Context: an optimization exercise on an open-source flow, tuned for small area and a short achievable clock period. The choices shown serve that exercise and are no tape-out recipe.
At most, simulation tests tie the RTL to the original design; equivalence was not proved.
Power figures rest on the tool's default switching activity, not on a simulated workload.

==> run E: inputs <==
// fir_gen
module fir_gen (input clk, input reset, input Load_x,
    input signed [7:0] x_in, input signed [7:0] c_in, output signed [7:0] y_out);
export LEC_CHECK = 0
export CAP_MARGIN = 20
export CORE_MARGIN = 2
export CORE_UTILIZATION = 40
export SETUP_SLACK_MARGIN = 3.0
export SLEW_MARGIN = 20
export SYNTH_HIERARCHICAL = 1
export SYNTH_MINIMUM_KEEP_SIZE = 0
create_clock -name core_clock -period 5.5 [get_ports {clk}]
run.sh (not shown) runs the stock make flow with config.mk's settings and CLKGATE_MAP_FILE= SYNTH_SCRIPT=/design/flow/synth_recipe.tcl, a recipe that flattens the netlist after the stock synthesis.
==> run A (differences from run E) <==
Settings changed: SETUP_SLACK_MARGIN 3.0 to 2.5.
==> impl_metrics.csv <==
group,metric,value,unit
global_route,grt_pass1_vias,5601,
setup_path,endpoint,"a0k",
setup_path,worstPathCellList,"buf_12 > a22oi_2 > xnor2_2 > fa_1 > fa_1 > fa_1 > ha_4 > nand4_1 > a21oi_2 > a211oi_2 > a21oi_1",
clock_network,cts_resized,149,
run_status,status,"no timing/DRC/antenna violations",
cells_and_area,final_cell_count_no_fill,930,
power,combinationalPowerShare,65.2,%
cells_and_area,multi_input_area_share,54.9,%
cells_and_area,multi_input_area,5250,um^2
detailed_routing,wl_met2,9.17,mm
setup_path,reg2reg_slack,2.23,ns
[end of results for run E]
==> impl_metrics.csv <==
group,metric,value,unit
setup_path,worst_setup_path_end_kind,"output port",
global_route,grt_pass1_wl,28.7,mm
detailed_routing,wl_met2,8.57,mm
run_status,status,"no timing/DRC/antenna violations",
clock_network,cts_resized,59,
cells_and_area,final_cell_count_no_fill,911,
setup_path,endpoint,"y_out[6]",
cells_and_area,multi_input_area,4960,um^2
power,combinationalPowerShare,63.6,%
cells_and_area,multi_input_area_share,55.2,%
global_route,grt_pass1_vias,5606,
setup_path,worstPathCellList,"inv_2 > fa_2 > inv_2 > fa_2 > a211oi_2 > o21bai_1 > a21oi_1 > xnor2_1 > buf_2",
[end of results for run A]
Function was not checked in any run of this note: the RTL went through the layout flow alone.

==> build 47 <==
fir_gen, a different RTL version from the one above (not shown whole).
export LEC_CHECK = 0
export CAP_MARGIN = 20
export CORE_MARGIN = 2
export CORE_UTILIZATION = 40
export SETUP_SLACK_MARGIN = 2.5
export SLEW_MARGIN = 20
export SYNTH_HIERARCHICAL = 1
export SYNTH_MINIMUM_KEEP_SIZE = 0
create_clock -name core_clock -period 5.5 [get_ports {clk}]
standard.sh (not shown) runs the stock make flow with config.mk's settings and CLKGATE_MAP_FILE= SYNTH_SCRIPT=/design/flow/synth_recipe.tcl, a recipe that flattens the netlist after the stock synthesis.
==> flow/flow/run.sh <==
#!/bin/bash
# Own layout flow: the standard flow (standard.sh), with two changes after synthesis:
#  - the input and output port buffers are buf_1 cells (buffer_ports -buffer_cell)
#  - clock tree synthesis without dummy loads
# Each step's full output goes to its own log file in this folder.
set -euo pipefail
bash standard.sh synth > synth.log 2>&1
export BUFFER_PORTS_ARGS="-buffer_cell sky130_fd_sc_hd__buf_1"
export CTS_ARGS="-sink_clustering_enable -repair_clock_nets -dont_use_dummy_load"
bash standard.sh floorplan > floorplan.log 2>&1
bash standard.sh place > place.log 2>&1
bash standard.sh cts > cts.log 2>&1
bash standard.sh route > route.log 2>&1
bash standard.sh finish > finish.log 2>&1
test -f out/final.def
==> trial 77 (differences from build 47) <==
--- a/flow/design.v
+++ b/flow/design.v
@@ -473,20 +473,20 @@
 wire g451;
 wire o452;
 wire g453;
 wire g454;
 wire o455;
 wire g456;
-wire o457;
-wire g458;
+wire g457;
+wire o458;
 wire g459;
-wire o460;
-wire g461;
+wire g460;
+wire o461;
 wire g462;
-wire o463;
-wire g464;
+wire g463;
+wire o464;
 wire g465;
 wire o466;
 wire g467;
 wire g468;
 wire o469;
 wire g470;
@@ -499,21 +499,21 @@
 wire g477;
 wire o478;
 wire g479;
 wire g480;
 wire o481;
 wire g482;
-wire x483;
-wire g484;
-wire o485;
-wire x486;
-wire g487;
-wire o488;
-wire x489;
-wire g490;
-wire o491;
+wire g483;
+wire o484;
+wire g485;
+wire g486;
+wire o487;
+wire g488;
+wire g489;
+wire o490;
+wire g491;
 wire x492;
 wire g493;
 wire o494;
 wire x495;
 wire g496;
 wire o497;
@@ -521,12 +521,21 @@
 wire g499;
 wire o500;
 wire x501;
 wire g502;
 wire o503;
 wire x504;
+wire g505;
+wire o506;
+wire x507;
+wire g508;
+wire o509;
+wire x510;
+wire g511;
+wire o512;
+wire x513;
 assign p1 = (xo[0] & c2[0]) ^ xn[0];
 assign p2 = ((xo[0] & c2[1]) | (xt[0] & c2[0])) ^ xn[0];
 assign p3 = ((xo[0] & c2[2]) | (xt[0] & c2[1])) ^ xn[0];
 assign p4 = ((xo[0] & c2[3]) | (xt[0] & c2[2])) ^ xn[0];
 assign p5 = ((xo[0] & c2[4]) | (xt[0] & c2[3])) ^ xn[0];
 assign p6 = ((xo[0] & c2[5]) | (xt[0] & c2[4])) ^ xn[0];
@@ -850,82 +859,91 @@
 assign o445 = o418 | g419;
 assign x446 = s388 ^ o445;
 assign o447 = o421 | g422;
 assign x448 = s390 ^ o447;
 assign o449 = o424 | g425;
 assign x450 = n392 ^ o449;
-assign g451 = s337 & c336;
-assign o452 = c338 | g451;
-assign g453 = s337 & s335;
-assign g454 = yq[2] & yq[0];
-assign o455 = yq[1] | g454;
-assign g456 = yp[1] & yg[0];
-assign o457 = yg[1] | g456;
-assign g458 = yp[1] & yp[0];
-assign g459 = yp[3] & yg[2];
-assign o460 = yg[3] | g459;
-assign g461 = yp[3] & yp[2];
-assign g462 = yp[5] & yg[4];
-assign o463 = yg[5] | g462;
-assign g464 = yp[5] & yp[4];
-assign g465 = yp[2] & o457;
-assign o466 = yg[2] | g465;
-assign g467 = yp[2] & g458;
-assign g468 = g461 & o457;
-assign o469 = o460 | g468;
-assign g470 = g461 & g458;
-assign g471 = yp[6] & o463;
-assign o472 = yg[6] | g471;
-assign g473 = yp[6] & g464;
-assign g474 = yp[4] & o469;
-assign o475 = yg[4] | g474;
-assign g476 = yp[4] & g470;
-assign g477 = g464 & o469;
-assign o478 = o463 | g477;
-assign g479 = g464 & g470;
-assign g480 = g473 & o469;
-assign o481 = o472 | g480;
-assign g482 = g473 & g470;
-assign x483 = yp[0] ^ o455;
-assign g484 = yp[0] & o455;
-assign o485 = yg[0] | g484;
-assign x486 = yp[1] ^ o485;
-assign g487 = g458 & o455;
-assign o488 = o457 | g487;
-assign x489 = yp[2] ^ o488;
-assign g490 = g467 & o455;
-assign o491 = o466 | g490;
-assign x492 = yp[3] ^ o491;
-assign g493 = g470 & o455;
-assign o494 = o469 | g493;
-assign x495 = yp[4] ^ o494;
-assign g496 = g476 & o455;
-assign o497 = o475 | g496;
-assign x498 = yp[5] ^ o497;
-assign g499 = g479 & o455;
-assign o500 = o478 | g499;
-assign x501 = yp[6] ^ o500;
-assign g502 = g482 & o455;
-assign o503 = o481 | g502;
-assign x504 = yp[7] ^ o503;
+assign g451 = s333 & c332;
+assign o452 = c334 | g451;
+assign g453 = s333 & s331;
+assign g454 = s337 & c336;
+assign o455 = c338 | g454;
+assign g456 = s337 & s335;
+assign g457 = s335 & o452;
+assign o458 = c336 | g457;
+assign g459 = s335 & g453;
+assign g460 = g456 & o452;
+assign o461 = o455 | g460;
+assign g462 = g456 & g453;
+assign g463 = yq[2] & yq[0];
+assign o464 = yq[1] | g463;
+assign g465 = yp[1] & yg[0];
+assign o466 = yg[1] | g465;
+assign g467 = yp[1] & yp[0];
+assign g468 = yp[3] & yg[2];
+assign o469 = yg[3] | g468;
+assign g470 = yp[3] & yp[2];
+assign g471 = yp[5] & yg[4];
+assign o472 = yg[5] | g471;
+assign g473 = yp[5] & yp[4];
+assign g474 = yp[2] & o466;
+assign o475 = yg[2] | g474;
+assign g476 = yp[2] & g467;
+assign g477 = g470 & o466;
+assign o478 = o469 | g477;
+assign g479 = g470 & g467;
+assign g480 = yp[6] & o472;
+assign o481 = yg[6] | g480;
+assign g482 = yp[6] & g473;
+assign g483 = yp[4] & o478;
+assign o484 = yg[4] | g483;
+assign g485 = yp[4] & g479;
+assign g486 = g473 & o478;
+assign o487 = o472 | g486;
+assign g488 = g473 & g479;
+assign g489 = g482 & o478;
+assign o490 = o481 | g489;
+assign g491 = g482 & g479;
+assign x492 = yp[0] ^ o464;
+assign g493 = yp[0] & o464;
+assign o494 = yg[0] | g493;
+assign x495 = yp[1] ^ o494;
+assign g496 = g467 & o464;
+assign o497 = o466 | g496;
+assign x498 = yp[2] ^ o497;
+assign g499 = g476 & o464;
+assign o500 = o475 | g499;
+assign x501 = yp[3] ^ o500;
+assign g502 = g479 & o464;
+assign o503 = o478 | g502;
+assign x504 = yp[4] ^ o503;
+assign g505 = g485 & o464;
+assign o506 = o484 | g505;
+assign x507 = yp[5] ^ o506;
+assign g508 = g488 & o464;
+assign o509 = o487 | g508;
+assign x510 = yp[6] ^ o509;
+assign g511 = g491 & o464;
+assign o512 = o490 | g511;
+assign x513 = yp[7] ^ o512;
 always @(posedge clk or posedge reset)
   if (reset) begin
     xo <= 4'd0; xt <= 4'd0; xn <= 4'd0; c0 <= 8'd0; c1 <= 8'd0; c2 <= 8'd0;
     a2r0 <= 16'd22016; a2r1 <= 16'd0; a1r0 <= 17'd43776; a1r1 <= 17'd0; yq <= 3'd0; yg <= 8'd0; yp <= 8'd0;
   end else begin
     xo <= xon; xt <= xtn; xn <= xnn;
     if (!Load_x) begin c2 <= c_in; c1 <= c2; c0 <= c1; end
     a2r0 <= {1'b0,p36,p35,s73,c80,s79,s71,c78,s77,c76,s75,c54,s53,s37,p2,s63};
     a2r1 <= {1'b0,1'b0,c74,1'b0,s61,1'b0,c70,s69,1'b0,s67,1'b0,s65,1'b0,xnn[1],c64,1'b0};
     a1r0 <= {1'b0,c198,c196,c194,c192,c190,c188,c186,c184,c182,c180,c178,c176,c174,c172,c170,xnn[0]};
     a1r1 <= {1'b0,1'b0,s197,s195,s193,s191,s189,s187,s185,s183,s181,s179,s177,s175,s173,s171,s169};
-    yq <= {g453,o452,o370};
+    yq <= {g462,o461,o364};
     yg <= {1'b0,c391,c389,c387,c385,c383,c381,c379};
     yp <= {n392,s390,s388,s386,s384,s382,s380,s378};
   end
-assign y_out = {x504,x501,x498,x495,x492,x489,x486,x483};
+assign y_out = {x513,x510,x507,x504,x501,x498,x495,x492};
 endmodule
 module fa_cell (input a, input b, input c, output s, output co);
 assign {co, s} = a + b + c;
 endmodule
 module ha_cell (input a, input b, output s, output co);
 assign {co, s} = a + b;
- CORE_UTILIZATION: 40 -> 50
==> build 2 (differences from build 47) <==
--- a/flow/design.v
+++ b/flow/design.v
@@ -475,58 +475,46 @@
 wire g453;
 wire g454;
 wire o455;
 wire g456;
 wire o457;
 wire g458;
-wire g459;
-wire o460;
+wire o459;
+wire g460;
 wire g461;
-wire g462;
-wire o463;
+wire o462;
+wire g463;
 wire g464;
-wire g465;
-wire o466;
+wire o465;
+wire g466;
 wire g467;
-wire g468;
-wire o469;
-wire g470;
+wire o468;
+wire g469;
+wire o470;
 wire g471;
 wire o472;
 wire g473;
 wire g474;
 wire o475;
 wire g476;
 wire g477;
 wire o478;
 wire g479;
-wire g480;
-wire o481;
-wire g482;
-wire x483;
-wire g484;
-wire o485;
+wire o480;
+wire g481;
+wire o482;
+wire g483;
+wire o484;
+wire x485;
 wire x486;
-wire g487;
-wire o488;
+wire x487;
+wire x488;
 wire x489;
-wire g490;
-wire o491;
+wire x490;
+wire x491;
 wire x492;
-wire g493;
-wire o494;
-wire x495;
-wire g496;
-wire o497;
-wire x498;
-wire g499;
-wire o500;
-wire x501;
-wire g502;
-wire o503;
-wire x504;
 assign p1 = (xo[0] & c2[0]) ^ xn[0];
 assign p2 = ((xo[0] & c2[1]) | (xt[0] & c2[0])) ^ xn[0];
 assign p3 = ((xo[0] & c2[2]) | (xt[0] & c2[1])) ^ xn[0];
 assign p4 = ((xo[0] & c2[3]) | (xt[0] & c2[2])) ^ xn[0];
 assign p5 = ((xo[0] & c2[4]) | (xt[0] & c2[3])) ^ xn[0];
 assign p6 = ((xo[0] & c2[5]) | (xt[0] & c2[4])) ^ xn[0];
@@ -855,61 +843,49 @@
 assign x450 = n392 ^ o449;
 assign g451 = s337 & c336;
 assign o452 = c338 | g451;
 assign g453 = s337 & s335;
 assign g454 = yq[2] & yq[0];
 assign o455 = yq[1] | g454;
-assign g456 = yp[1] & yg[0];
-assign o457 = yg[1] | g456;
-assign g458 = yp[1] & yp[0];
-assign g459 = yp[3] & yg[2];
-assign o460 = yg[3] | g459;
-assign g461 = yp[3] & yp[2];
-assign g462 = yp[5] & yg[4];
-assign o463 = yg[5] | g462;
-assign g464 = yp[5] & yp[4];
-assign g465 = yp[2] & o457;
-assign o466 = yg[2] | g465;
-assign g467 = yp[2] & g458;
-assign g468 = g461 & o457;
-assign o469 = o460 | g468;
-assign g470 = g461 & g458;
-assign g471 = yp[6] & o463;
-assign o472 = yg[6] | g471;
-assign g473 = yp[6] & g464;
-assign g474 = yp[4] & o469;
-assign o475 = yg[4] | g474;
-assign g476 = yp[4] & g470;
-assign g477 = g464 & o469;
-assign o478 = o463 | g477;
-assign g479 = g464 & g470;
-assign g480 = g473 & o469;
-assign o481 = o472 | g480;
-assign g482 = g473 & g470;
-assign x483 = yp[0] ^ o455;
-assign g484 = yp[0] & o455;
-assign o485 = yg[0] | g484;
-assign x486 = yp[1] ^ o485;
-assign g487 = g458 & o455;
-assign o488 = o457 | g487;
-assign x489 = yp[2] ^ o488;
-assign g490 = g467 & o455;
-assign o491 = o466 | g490;
-assign x492 = yp[3] ^ o491;
-assign g493 = g470 & o455;
-assign o494 = o469 | g493;
-assign x495 = yp[4] ^ o494;
-assign g496 = g476 & o455;
-assign o497 = o475 | g496;
-assign x498 = yp[5] ^ o497;
-assign g499 = g479 & o455;
-assign o500 = o478 | g499;
-assign x501 = yp[6] ^ o500;
-assign g502 = g482 & o455;
-assign o503 = o481 | g502;
-assign x504 = yp[7] ^ o503;
+assign g456 = yp[0] & o455;
+assign o457 = yg[0] | g456;
+assign g458 = yp[2] & yg[1];
+assign o459 = yg[2] | g458;
+assign g460 = yp[2] & yp[1];
+assign g461 = yp[4] & yg[3];
+assign o462 = yg[4] | g461;
+assign g463 = yp[4] & yp[3];
+assign g464 = yp[6] & yg[5];
+assign o465 = yg[6] | g464;
+assign g466 = yp[6] & yp[5];
+assign g467 = yp[1] & o457;
+assign o468 = yg[1] | g467;
+assign g469 = g460 & o457;
+assign o470 = o459 | g469;
+assign g471 = yp[5] & o462;
+assign o472 = yg[5] | g471;
+assign g473 = yp[5] & g463;
+assign g474 = g466 & o462;
+assign o475 = o465 | g474;
+assign g476 = g466 & g463;
+assign g477 = yp[3] & o470;
+assign o478 = yg[3] | g477;
+assign g479 = g463 & o470;
+assign o480 = o462 | g479;
+assign g481 = g473 & o470;
+assign o482 = o472 | g481;
+assign g483 = g476 & o470;
+assign o484 = o475 | g483;
+assign x485 = yp[0] ^ o455;
+assign x486 = yp[1] ^ o457;
+assign x487 = yp[2] ^ o468;
+assign x488 = yp[3] ^ o470;
+assign x489 = yp[4] ^ o478;
+assign x490 = yp[5] ^ o480;
+assign x491 = yp[6] ^ o482;
+assign x492 = yp[7] ^ o484;
 always @(posedge clk or posedge reset)
   if (reset) begin
     xo <= 4'd0; xt <= 4'd0; xn <= 4'd0; c0 <= 8'd0; c1 <= 8'd0; c2 <= 8'd0;
     a2r0 <= 16'd22016; a2r1 <= 16'd0; a1r0 <= 17'd43776; a1r1 <= 17'd0; yq <= 3'd0; yg <= 8'd0; yp <= 8'd0;
   end else begin
     xo <= xon; xt <= xtn; xn <= xnn;
@@ -919,13 +895,13 @@
     a1r0 <= {1'b0,c198,c196,c194,c192,c190,c188,c186,c184,c182,c180,c178,c176,c174,c172,c170,xnn[0]};
     a1r1 <= {1'b0,1'b0,s197,s195,s193,s191,s189,s187,s185,s183,s181,s179,s177,s175,s173,s171,s169};
     yq <= {g453,o452,o370};
     yg <= {1'b0,c391,c389,c387,c385,c383,c381,c379};
     yp <= {n392,s390,s388,s386,s384,s382,s380,s378};
   end
-assign y_out = {x504,x501,x498,x495,x492,x489,x486,x483};
+assign y_out = {x492,x491,x490,x489,x488,x487,x486,x485};
 endmodule
 module fa_cell (input a, input b, input c, output s, output co);
 assign {co, s} = a + b + c;
 endmodule
 module ha_cell (input a, input b, output s, output co);
 assign {co, s} = a + b;
- CORE_UTILIZATION: 40 -> 50
==> build 59 (differences from build 47) <==
==> flow/flow/run.sh (replaced) <==
#!/bin/bash
# Own layout flow: the standard flow (standard.sh), with two changes after synthesis:
#  - the input and output port buffers are buf_1 cells (buffer_ports -buffer_cell)
#  - clock tree synthesis without dummy loads, clkbuf_4/8 below the root buffer
# Each step's full output goes to its own log file in this folder.
set -euo pipefail
bash standard.sh synth > synth.log 2>&1
export BUFFER_PORTS_ARGS="-buffer_cell sky130_fd_sc_hd__buf_1"
export CTS_ARGS="-sink_clustering_enable -repair_clock_nets -dont_use_dummy_load -root_buf sky130_fd_sc_hd__clkbuf_16 -buf_list {sky130_fd_sc_hd__clkbuf_4 sky130_fd_sc_hd__clkbuf_8}"
bash standard.sh floorplan > floorplan.log 2>&1
bash standard.sh place > place.log 2>&1
bash standard.sh cts > cts.log 2>&1
bash standard.sh route > route.log 2>&1
bash standard.sh finish > finish.log 2>&1
test -f out/final.def
==> qor summary <==
| metric | trial 77 | build 47 | build 59 | build 2 |
|---|---|---|---|---|
| Status | finished clean | finished clean | finished clean | finished clean |
| Xor/xnor share of the synthesized area | 13.2% | 13.2% | 13.2% | 13.1% |
| Half-perimeter wire length after detailed placement | 10700 um | 10800 um | 10800 um | 10700 um |
| Average wire per standard cell | 20.0 um | 18.7 um | 18.7 um | 20.1 um |
| Multiplexer share of the synthesized area | 4.29% | 4.29% | 4.29% | 4.15% |
| Die boundary width | 127 um | 142 um | 142 um | 127 um |
| Final std cell area, no fill | 0.00823 mm^2 | 0.00818 mm^2 | 0.00818 mm^2 | 0.00822 mm^2 |
| Slowest cell on the critical path | sky130_fd_sc_hd__fa_1 | sky130_fd_sc_hd__dfrtp_4 | sky130_fd_sc_hd__dfrtp_4 | sky130_fd_sc_hd__dfrtp_1 |
| Ratio of cells with drive above 1 in the final layout | 15.7% | 14.8% | 14.8% | 16.5% |
| Worst setup skew after layout | 13.2 ps | 11.7 ps | 11.7 ps | 13.0 ps |
| Placed Instance Area | 0.00775 mm^2 | 0.00776 mm^2 | 0.00776 mm^2 | 0.00770 mm^2 |
| Row count | 45 | 50 | 50 | 45 |
| Nature of the critical path endpoint | register | register | register | output pin |
| Met2 wire length | 7800 um | 7960 um | 7960 um | 8050 um |
| Signal arrival time at the worst endpoint | 3240 ps | 3190 ps | 3190 ps | 2040 ps |
| Number of standard cells after synthesis | 621 | 622 | 622 | 619 |
| Worst hold slack | 489 ps | 483 ps | 483 ps | 490 ps |
| Critical Path Source | c0[6] | xt[2] | xt[2] | yq[0] |
| Finished Core Util | 54.7% | 43.7% | 43.7% | 54.7% |
| Synthesis-to-layout area growth | 8.12% | 7.46% | 7.46% | 8.19% |
| RR Endpoint | yq[1] | yq[2] | yq[2] | yq[0] |
| Capture point of the critical path | yq[1] | yq[2] | yq[2] | y_out[7] |
| Met1 track utilization from global routing | 29.8% | 21.1% | 21.1% | 28.4% |
| Non-CTS inverters | 8 | 8 | 8 | 7 |
| Total Power | 4900 uW | 4950 uW | 4950 uW | 5020 uW |
| Bufs w/o clock | 51 | 46 | 46 | 54 |
| Starting utilization of the core area | 50.6% | 40.7% | 40.7% | 50.5% |
Only the layout flow was run in trial 77 and build 2; the RTL was not checked for function there.

[separate check: timing with driven ports]
Ports are ideal in the flow. The routed layouts listed here were re-timed in OpenROAD.
Step 1, drivers: a clkbuf_16 drives clk and a buf_2 each remaining input, both assumed.
Step 2 also shifts input and output timing later by t, the mid clock arrival at the registers, as if the neighbouring blocks saw the same clock.
Three values: ideal ports, drivers, drivers and shift; two values: the first two.
| run | t (ns) | setup WS [ns] | worst setup path at the end | worst register clock-pin slew, ns | pins driven straight from the clock port |
|---|---|---|---|---|---|
| run E | 0.397 | 2.227 / 2.220 / 2.227 | register to register | 0.08 / 0.08 | 1 |
| run A | 0.400 | 2.264 / 2.226 / 2.269 | register to register | 0.08 / 0.08 | 1 |
| build 47 | 0.390 | 2.553 / 2.536 / 2.448 | input to register | 0.07 / 0.07 | 1 |
| trial 77 | 0.388 | 2.495 / 2.495 / 2.375 | input to register | 0.07 / 0.07 | 1 |
| build 2 | 0.394 | 2.361 / 2.324 / 2.453 | input to register | 0.07 / 0.07 | 1 |
| build 59 | 0.390 | 2.553 / 2.536 / 2.448 | input to register | 0.07 / 0.07 | 1 |
After both steps setup and hold are still met in every run listed. For trial 77, which loses most, drivers alone change the setup slack by 0.000 ns; drivers and shift together by -0.120 ns.
